Background: an optimization exercise with open tools, aiming at small area and a short achievable clock period. Do not read the settings as production practice.
Only simulation tests tie the RTL to the original design; equivalence was not proved.

## rv32i_top
module rv32i_top #(parameter n = 32)
                (
                input  logic clk,
                input  logic reset_n,
                output logic [n-1:0] imem_addr,
                input  logic [n-1:0] imem_rdata,
                output logic [n-1:0] dmem_addr,
                output logic dmem_re,
                output logic [3:0] dmem_wstrb,
                output logic [n-1:0] dmem_wdata,
                input  logic [n-1:0] dmem_rdata
                );
    logic [31:0] inst;
    logic [31:0] pc;
    assign inst = imem_rdata;
    assign imem_addr = pc;
    logic [6:0] op;
    logic [2:0] f3;
    assign op = inst[6:0];
    assign f3 = inst[14:12];
    logic is_r, is_i, is_load, is_store, is_branch, is_jal, is_jalr, is_lui, is_auipc;
    assign is_r      = (op == 7'b0110011);
    assign is_i      = (op == 7'b0010011);
    assign is_load   = (op == 7'b0000011);
    assign is_store  = (op == 7'b0100011);
    assign is_branch = (op == 7'b1100011);
    assign is_jal    = (op == 7'b1101111);
    assign is_jalr   = (op == 7'b1100111);
    assign is_lui    = (op == 7'b0110111);
    assign is_auipc  = (op == 7'b0010111);
    logic reg_write;
    assign reg_write = is_r | is_i | is_load | is_jal | is_jalr | is_lui | is_auipc;
    logic [31:0] rs1v, rs2v, wdata;
    logic [4:0]  rs1, rs2, rd;
    assign rs1 = inst[19:15];
    assign rs2 = inst[24:20];
    assign rd  = inst[11:7];
    logic [32*32-1:0] rf_q, rf_d;
    logic [31:1] valid, wen, wen_n, sel1, sel2;
    assign rf_q[31:0] = '0;
    assign rf_d[31:0] = '0;
    genvar k, b;
    generate
  ...
Size: about 5200 cells after synthesis, roughly 170 I/O pins, ~52000 sq um of cells after synthesis.
==> flow/config.mk <==
export PLATFORM = sky130hd
export DESIGN_NAME = rv32i_top
export DESIGN_NICKNAME = rv32i_top
export VERILOG_FILES = /design/flow/design.v
export SDC_FILE = /design/flow/constraint.sdc
export NUM_CORES = 4
export LEC_CHECK = 0
export CAP_MARGIN = 20
export CORE_MARGIN = 2
export CORE_UTILIZATION = 50
export CTS_BUF_LIST = sky130_fd_sc_hd__clkbuf_16
export CTS_CLUSTER_DIAMETER = 80
export CTS_CLUSTER_SIZE = 20
export PLACE_DENSITY = 0.75
export SETUP_SLACK_MARGIN = 3.8
export SLEW_MARGIN = 20
export SYNTH_HIERARCHICAL = 1
export TNS_END_PERCENT = 5
==> flow/constraint.sdc <==
create_clock -name core_clock -period 11.5 [get_ports {clk}]
set_input_delay 2.3000 -clock core_clock [delete_from_list [all_inputs] [get_ports {clk}]]
set_output_delay 2.3000 -clock core_clock [all_outputs]
set_load 0.01 [all_outputs]
standard.sh (not shown) runs the stock make flow with config.mk's settings and CLKGATE_MAP_FILE= SYNTH_SCRIPT=/design/flow/synth_recipe.tcl, a recipe that flattens the netlist after the stock synthesis.
==> flow/flow/run.sh <==
#!/bin/bash
# Layout flow: the standard flow (standard.sh, unchanged synthesis and
# steps), except that buffer_ports gives every input and output port a
# sky130_fd_sc_hd__buf_2 instead of its default pick (clkdlybuf4s50_1, a slow
# delay buffer). The full make output goes to standard.log in the work folder;
# ORFS keeps its per-step logs under orfs/logs.
set -euo pipefail
export BUFFER_PORTS_ARGS="-buffer_cell sky130_fd_sc_hd__buf_2"
bash standard.sh > standard.log 2>&1
Next try:
CORE_UTILIZATION = 55   (was 50)
Result:
- worst hold slack is worse by 0.0080 ns
- die area drops by 9.0%
- cell count drops by 2.2%
- wire length drops by 1.3%
Next try:
CORE_UTILIZATION = 50   (was 55)
CTS_CLUSTER_DIAMETER = 100   (was 80)
CTS_CLUSTER_SIZE = 24   (was 20)
PLACE_DENSITY = 0.65   (was 0.75)
SETUP_SLACK_MARGIN = 3.6   (was 3.8)
Clock-buffer cell count drops by 11. Setup slack gets worse by 0.067 ns. Hold slack barely changes. Final area went down slightly. Utilization is lower by 6.7 points.

---

v23:
Another version of the RTL of rv32i_top (not shown whole).
Size in the first run: roughly 170 I/O pins.
Settings: LEC_CHECK=0, CAP_MARGIN=20, CORE_MARGIN=2, CORE_UTILIZATION=50, CTS_BUF_LIST=sky130_fd_sc_hd__clkbuf_16, CTS_CLUSTER_DIAMETER=100, CTS_CLUSTER_SIZE=24, PLACE_DENSITY=0.65, SETUP_SLACK_MARGIN=3.6, SLEW_MARGIN=20, SYNTH_HIERARCHICAL=1, TNS_END_PERCENT=5; clock period 11.5 ns.
Scripts as last shown in full above: flow/flow/run.sh
Setup changes, v23 to v30
- swapping 50 for 55 in CORE_UTILIZATION
- swapping 3.6 for 3.8 in SETUP_SLACK_MARGIN
- swapping 100 for 80 in CTS_CLUSTER_DIAMETER
- swapping 24 for 20 in CTS_CLUSTER_SIZE
- swapping 0.65 for 0.75 in PLACE_DENSITY
## What came out
- v30: complete, dirty (max-slew violations)
- Relative to v23, worst reg2reg path depth has increased by 2 in v30.
- Filler-free cell count of the finished design of v30 is on par with v23.
- Max met1 track demand over resource in global routing across v30 and v23: v30
- Netlist area before placement: v30 vs v23 — no meaningful difference
- Fill cell instance count of the final layout came out lower on v30 than on v23.
- Going from v23 to v30, the post-cts repair resize count was found to have gone up by 69%.
- Comparing clock-buffer cell count for v30 and v23, the smaller number came from v23.
- Across both runs, non-clock buffer count was higher for v30 than for v23.
- Compared with v23, the router placed more vias in v30.
- v23 has a lower global-route usage than v30.

separate check: timing with driven ports:
In the flow no input, the clock included, has a driving cell. The finished layouts below were timed again as built, in two steps.
Step 1: set_driving_cell puts a clkbuf_16 on clk and a buf_2 on each other input, an assumption about the parent block.
Step 2 moves the port delays by t, midway between the first and last clock arrival at a register: inputs arrive t later, outputs are due t later. That takes back most of the time a late clock gives input paths.
Three values: ideal, step 1, step 2; two values: the first two.
| run | shift t [ns] | slack for setup (ns) | worst setup path at the end | worst slew at a driven data input, ns |
|---|---|---|---|---|
| the first run of note 1 | 0.799 | 3.382 / 3.298 / 2.753 | input to register | 0.19 |
| the second run of note 1 | 0.797 | 3.408 / 3.258 / 2.730 | input to register | 0.20 |
| the third run of note 1 | 0.767 | 3.341 / 3.273 / 2.613 | input to register | 0.16 |
| v23 | 0.782 | 3.267 / 3.231 / 2.609 | input to register | 0.17 |
| v30 | 0.744 | 3.497 / 3.279 / 2.681 | input to register | 0.21 |
The setup slack of v30, which loses most, moves by -0.218 ns with the drivers and by -0.816 ns with both steps.
